Background: an optimization exercise with open tools, aiming at small area and a short achievable clock period. Do not read the settings as production practice. Where RTL was checked, it was by simulation tests only, not by an equivalence proof against the original. Power and IR drop assume default switching activity.

==> inputs of juniper <==
## top_level
module top_level (
    input wire clk,
    input wire rst_n,
    input  wire [15:0] axi_awaddr,
    input  wire        axi_awvalid,
    output wire        axi_awready,
    input  wire [2:0]  axi_awprot,
    input  wire [31:0] axi_wdata,
    input  wire [3:0]  axi_wstrb,
    input  wire        axi_wvalid,
    output wire        axi_wready,
    output wire [1:0]  axi_bresp,
    output wire        axi_bvalid,
    input  wire        axi_bready,
    input  wire [15:0] axi_araddr,
    input  wire        axi_arvalid,
    output wire        axi_arready,
    input  wire [2:0]  axi_arprot,
    output wire [31:0] axi_rdata,
    output wire [1:0]  axi_rresp,
    output wire        axi_rvalid,
    input  wire        axi_rready,
    output wire [31:0] mem_addr,
    output wire [15:0] mem_wdata,
    input  wire [15:0] mem_rdata,
    output wire        mem_we,
    output wire        mem_oe,
    output wire        mem_ce,
    input  wire        mem_ready,
    output wire [7:0]  led_status,
    output wire        led_error,
    output wire        irq_out
);
Settings: LEC_CHECK=0, ABC_AREA=1, CAP_MARGIN=10, CORE_MARGIN=2, CORE_UTILIZATION=45, GPL_ROUTABILITY_DRIVEN=1, PLACE_DENSITY=0.6, SLEW_MARGIN=10, BUFFER_PORTS_ARGS=-buffer_cell sky130_fd_sc_hd__buf_1, CTS_ARGS=-sink_clustering_enable -repair_clock_nets -dont_use_dummy_load -buf_list sky130_fd_sc_hd__clkbuf_16 -sink_clustering_size 30 -sink_clustering_max_diameter 100, SKIP_REPAIR_TIE_FANOUT=1; clock period 300.0 ns.
standard.sh (not shown) runs the stock make flow with config.mk's settings and CLKGATE_MAP_FILE= SYNTH_SCRIPT=/design/flow/synth_recipe.tcl, a recipe that flattens the netlist after the stock synthesis.
==> flow/flow/run.sh <==
#!/bin/bash
# Own layout flow: the standard ORFS flow (standard.sh) with a few
# ORFS variables added to config.mk.
set -euo pipefail
cd "$(dirname "$0")/.."
{
  echo 'export BUFFER_PORTS_ARGS = -buffer_cell sky130_fd_sc_hd__buf_1'
  echo 'export CTS_ARGS = -sink_clustering_enable -repair_clock_nets -dont_use_dummy_load -buf_list sky130_fd_sc_hd__clkbuf_16 -sink_clustering_size 30 -sink_clustering_max_diameter 100'
  echo 'export SKIP_REPAIR_TIE_FANOUT = 1'
} >> config.mk
bash standard.sh > standard_flow.log 2>&1
==> onyx: changes against juniper <==
--- a/flow/design.v
+++ b/flow/design.v
@@ -1,34 +1,26 @@
 module RankerCore (
     input  wire        clk,
     input  wire        rst,
     input  wire        valid,
     input  wire        pos_hi_zero,
     input  wire [9:0]  pos_lo,
     input  wire [31:0] base_score,
-    input  wire        base_valid,
-    output wire [31:0] result,
+    output reg  [31:0] result,
     output reg  [15:0] rank,
     output reg         seen
 );
     wire [9:0] bias_lut;
     bias_table lut (.p(pos_lo), .bias_lut(bias_lut));
     wire [9:0] bias = {10{pos_hi_zero}} & bias_lut;
-    wire [10:0] lo_sum = {1'b0, {10{base_valid}} & base_score[9:0]} + {1'b0, bias};
-    wire [21:0] hi_sum = base_score[31:10] + {21'd0, lo_sum[10]};
-    reg  [31:0] res_q;
-    reg         hi_valid;
     always @(posedge clk) begin
-        if (valid) begin
-            res_q    <= {hi_sum, lo_sum[9:0]};
-            hi_valid <= base_valid;
-        end
+        if (valid)
+            result <= base_score + {22'd0, bias};
     end
-    assign result = {{22{hi_valid}} & res_q[31:10], res_q[9:0]};
     always @(posedge clk or posedge rst) begin
         if (rst) begin
             rank <= 16'd0;
             seen <= 1'b0;
         end else begin
             rank <= rank + {15'd0, valid & seen};
             seen <= seen | valid;
         end
@@ -750,67 +742,66 @@
     always @(posedge clk) begin
         wa_hit <= (axi_awaddr[15:6] == 10'd0) & (axi_awaddr[1:0] == 2'b00);
         wa_idx <= axi_awaddr[5:2];
         ra_hit <= (axi_araddr[15:6] == 10'd0) & (axi_araddr[1:0] == 2'b00);
         ra_idx <= axi_araddr[5:2];
     end
     wire [15:0] wsel = {16{wr_dat & wa_hit}} & (16'd1 << wa_idx);
     wire [15:0] rsel = {16{ra_hit}} & (16'd1 << ra_idx);
-    reg [31:0] score_q, ctrl_q, cfg_q, keyl_q, keyh_q, root_q, hashl_q, hashh_q, segl_q, segh_q, posl_q, posh_q;
-    reg        score_v, ctrl_v, cfg_v, keyl_v, keyh_v, root_v, hashl_v, hashh_v, segl_v, segh_v, posl_v, posh_v;
+    reg [31:0] ctrl_q, cfg_q, keyl_q, keyh_q, root_q, hashl_q, hashh_q, segl_q, segh_q, posl_q, posh_q;
+    reg        ctrl_v, cfg_v, keyl_v, keyh_v, root_v, hashl_v, hashh_v, segl_v, segh_v, posl_v, posh_v;
+    reg [31:0] score_q;
     always @(posedge clk) begin
         if (wsel[0])  ctrl_q  <= axi_wdata;
         if (wsel[2])  cfg_q   <= axi_wdata;
         if (wsel[4])  keyl_q  <= axi_wdata;
         if (wsel[5])  keyh_q  <= axi_wdata;
         if (wsel[6])  root_q  <= axi_wdata;
         if (wsel[8])  hashl_q <= axi_wdata;
         if (wsel[9])  hashh_q <= axi_wdata;
         if (wsel[10]) segl_q  <= axi_wdata;
         if (wsel[11]) segh_q  <= axi_wdata;
         if (wsel[12]) posl_q  <= axi_wdata;
         if (wsel[13]) posh_q  <= axi_wdata;
-        if (wsel[14]) score_q <= axi_wdata;
     end
     always @(posedge clk or posedge reset) begin
         if (reset) begin
             ctrl_v <= 1'b0; cfg_v <= 1'b0; keyl_v <= 1'b0; keyh_v <= 1'b0;
             root_v <= 1'b0; hashl_v <= 1'b0; hashh_v <= 1'b0; segl_v <= 1'b0;
             segh_v <= 1'b0; posl_v <= 1'b0; posh_v <= 1'b0;
-            score_v <= 1'b0;
+            score_q <= 32'd0;
         end else begin
             if (wsel[0])  ctrl_v  <= 1'b1;
             if (wsel[2])  cfg_v   <= 1'b1;
             if (wsel[4])  keyl_v  <= 1'b1;
             if (wsel[5])  keyh_v  <= 1'b1;
             if (wsel[6])  root_v  <= 1'b1;
             if (wsel[8])  hashl_v <= 1'b1;
             if (wsel[9])  hashh_v <= 1'b1;
             if (wsel[10]) segl_v  <= 1'b1;
             if (wsel[11]) segh_v  <= 1'b1;
             if (wsel[12]) posl_v  <= 1'b1;
             if (wsel[13]) posh_v  <= 1'b1;
-            if (wsel[14]) score_v <= 1'b1;
+            if (wsel[14]) score_q <= axi_wdata;
         end
     end
     wire ranker_valid = ctrl_v & ctrl_q[1];
     wire [31:0] rnk_res;
     wire [15:0] rnk_rank;
     wire        rnk_seen;
     wire        pos_hi_zero = (!posh_v | (posh_q == 32'd0)) & (!posl_v | (posl_q[31:10] == 22'd0));
     wire [9:0]  pos_lo = {10{posl_v}} & posl_q[9:0];
     RankerCore ranker (
         .clk(clk),
         .rst(reset),
         .valid(ranker_valid),
         .pos_hi_zero(pos_hi_zero),
         .pos_lo(pos_lo),
         .base_score(score_q),
-        .base_valid(score_v),
         .result(rnk_res),
         .rank(rnk_rank),
         .seen(rnk_seen)
     );
     wire [31:0] rmux =
           ({32{rsel[0]  & ctrl_v}}  & ctrl_q)
         | ({32{rsel[1]}}            & {rnk_rank, 14'd0, rnk_seen, 1'b0})
         | ({32{rsel[2]  & cfg_v}}   & cfg_q)
@@ -818,17 +809,17 @@
         | ({32{rsel[5]  & keyh_v}}  & keyh_q)
         | ({32{rsel[6]  & root_v}}  & root_q)
         | ({32{rsel[8]  & hashl_v}} & hashl_q)
         | ({32{rsel[9]  & hashh_v}} & hashh_q)
         | ({32{rsel[10] & segl_v}}  & segl_q)
         | ({32{rsel[11] & segh_v}}  & segh_q)
         | ({32{rsel[12] & posl_v}}  & posl_q)
         | ({32{rsel[13] & posh_v}}  & posh_q)
-        | ({32{rsel[14] & score_v}} & score_q)
+        | ({32{rsel[14]}}           & score_q)
         | ({32{rsel[15] & rnk_seen}} & rnk_res)
         | ({32{!ra_hit}}            & 32'hDEADBEEF);
     reg [31:0] rd_data_q;
     always @(posedge clk or posedge reset) begin
         if (reset)
             rd_data_q <= 32'd0;
         else
             rd_data_q <= ({32{rd_dat}} & rmux) | ({32{!rd_dat}} & rd_data_q);
==> flow/run.sh (new file) <==
#!/bin/bash
# synth_recipe.tcl (not shown) runs the flow's synth.tcl, then flattens the netlist and writes it again
# the make line also repeats each setting of config.mk as NAME=value (left out here)
make -C /OpenROAD-flow-scripts/flow DESIGN_CONFIG=/design/flow/config.mk WORK_HOME=/design/flow/orfs CLKGATE_MAP_FILE= SYNTH_SCRIPT=/design/flow/synth_recipe.tcl finish
ABC_AREA = default   (was 1)
BUFFER_PORTS_ARGS = default   (was -buffer_cell sky130_fd_sc_hd__buf_1)
CTS_ARGS = default   (was -sink_clustering_enable -repair_clock_nets -dont_use_dummy_load -buf_list sky130_fd_sc_hd__clkbuf_16 -sink_clustering_size 30 -sink_clustering_max_diameter 100)
CTS_BUF_LIST = sky130_fd_sc_hd__clkbuf_16   (was default)
CTS_CLUSTER_DIAMETER = 55   (was default)
CTS_CLUSTER_SIZE = 45   (was default)
SKIP_REPAIR_TIE_FANOUT = default   (was 1)
removed: flow/flow/run.sh
removed: flow/standard.sh
==> lagoon: changes against juniper <==
ABC_AREA = default   (was 1)
CORE_UTILIZATION = 60   (was 45)
PLACE_DENSITY = 0.7   (was 0.6)
==> summary.txt <==
quantity                                                                              lagoon                   juniper                       onyx
Result of the run                                                   timing/DRC/antenna clean  timing/DRC/antenna clean   timing/DRC/antenna clean
Cell Area, Placed                                                                  20800 um2                 22000 um2                  22000 um2
Combinational cell fraction of total power                                             0.030                     0.035                      0.036
Post-synthesis async set-or-reset flop share                                           0.132                     0.132                      0.196
Fraction of area in multi-input gates                                                  0.242                     0.251                      0.244
Clk pwr                                                                              31.3 uW                   31.8 uW                    50.7 uW
Switching power total                                                                22.2 uW                   23.0 uW                    27.7 uW
Syn Std Cell Area                                                                  20300 um2                 21400 um2                  20400 um2
Worst voltage drop across the vdd grid                                            0.00588 mV                0.00353 mV                 0.00342 mV
Diodes inserted                                                                            1                         1                          0
Register-to-register path setup slack                                              293490 ps                 293670 ps                  294510 ps
Most common cell in the synthesized netlist                        sky130_fd_sc_hd__edfxtp_1  sky130_fd_sc_hd__nand2_1  sky130_fd_sc_hd__edfxtp_1
Fraction of standard cell area that is sequential                                      0.674                     0.637                      0.610
# fillers                                                                               2465                      4284                       3691
Vias in the first global route                                                         12317                     13923                      12667
Yosys reg bits                                                                           492                       492                        490
Wire length of the first global-routing pass                                        80700 um                  89700 um                   87100 um
Fraction of final layout cells with drive strength greater than 1                     0.0679                    0.0485                      0.108
GP Congestion                                                                          0.929                     0.829                      0.838
Post-route standard cell area excluding fillers                                    21300 um2                 22500 um2                  23200 um2
Cts bufs inserted                                                                         20                        20                         35
Function not checked in onyx: the RTL went through the layout flow alone.

[re-timing with driven ports]
Ports are ideal in the flow. The routed layouts listed here were re-timed in OpenROAD.
Step 1: set_driving_cell puts a clkbuf_16 on clk and a buf_2 on each other input, an assumption about the parent block.
Step 2, shift: input delay + t, output delay - t, t = (earliest + latest rising clock arrival at the registers) / 2. This alone moves slack from input paths to output paths.
a / b / c = ideal ports / drivers / drivers and shift; a / b = the first two.
| run | shift t [ns] | slack for setup (ns) | hold slack, ns | clock arrival spread, ns |
|---|---|---|---|---|
| juniper | 0.603 | 180.000 / 179.959 / 179.959 | 0.456 / 0.456 / 0.456 | 0.032 / 0.033 |
| onyx | 0.608 | 180.000 / 179.957 / 179.957 | 0.465 / 0.465 / 0.465 | 0.028 / 0.028 |
| lagoon | 0.578 | 180.000 / 179.959 / 179.959 | 0.463 / 0.463 / 0.463 | 0.057 / 0.057 |
After both steps setup and hold are still met in every run listed. For onyx, which loses most, drivers alone change the setup slack by -0.043 ns; drivers and shift together by -0.043 ns.
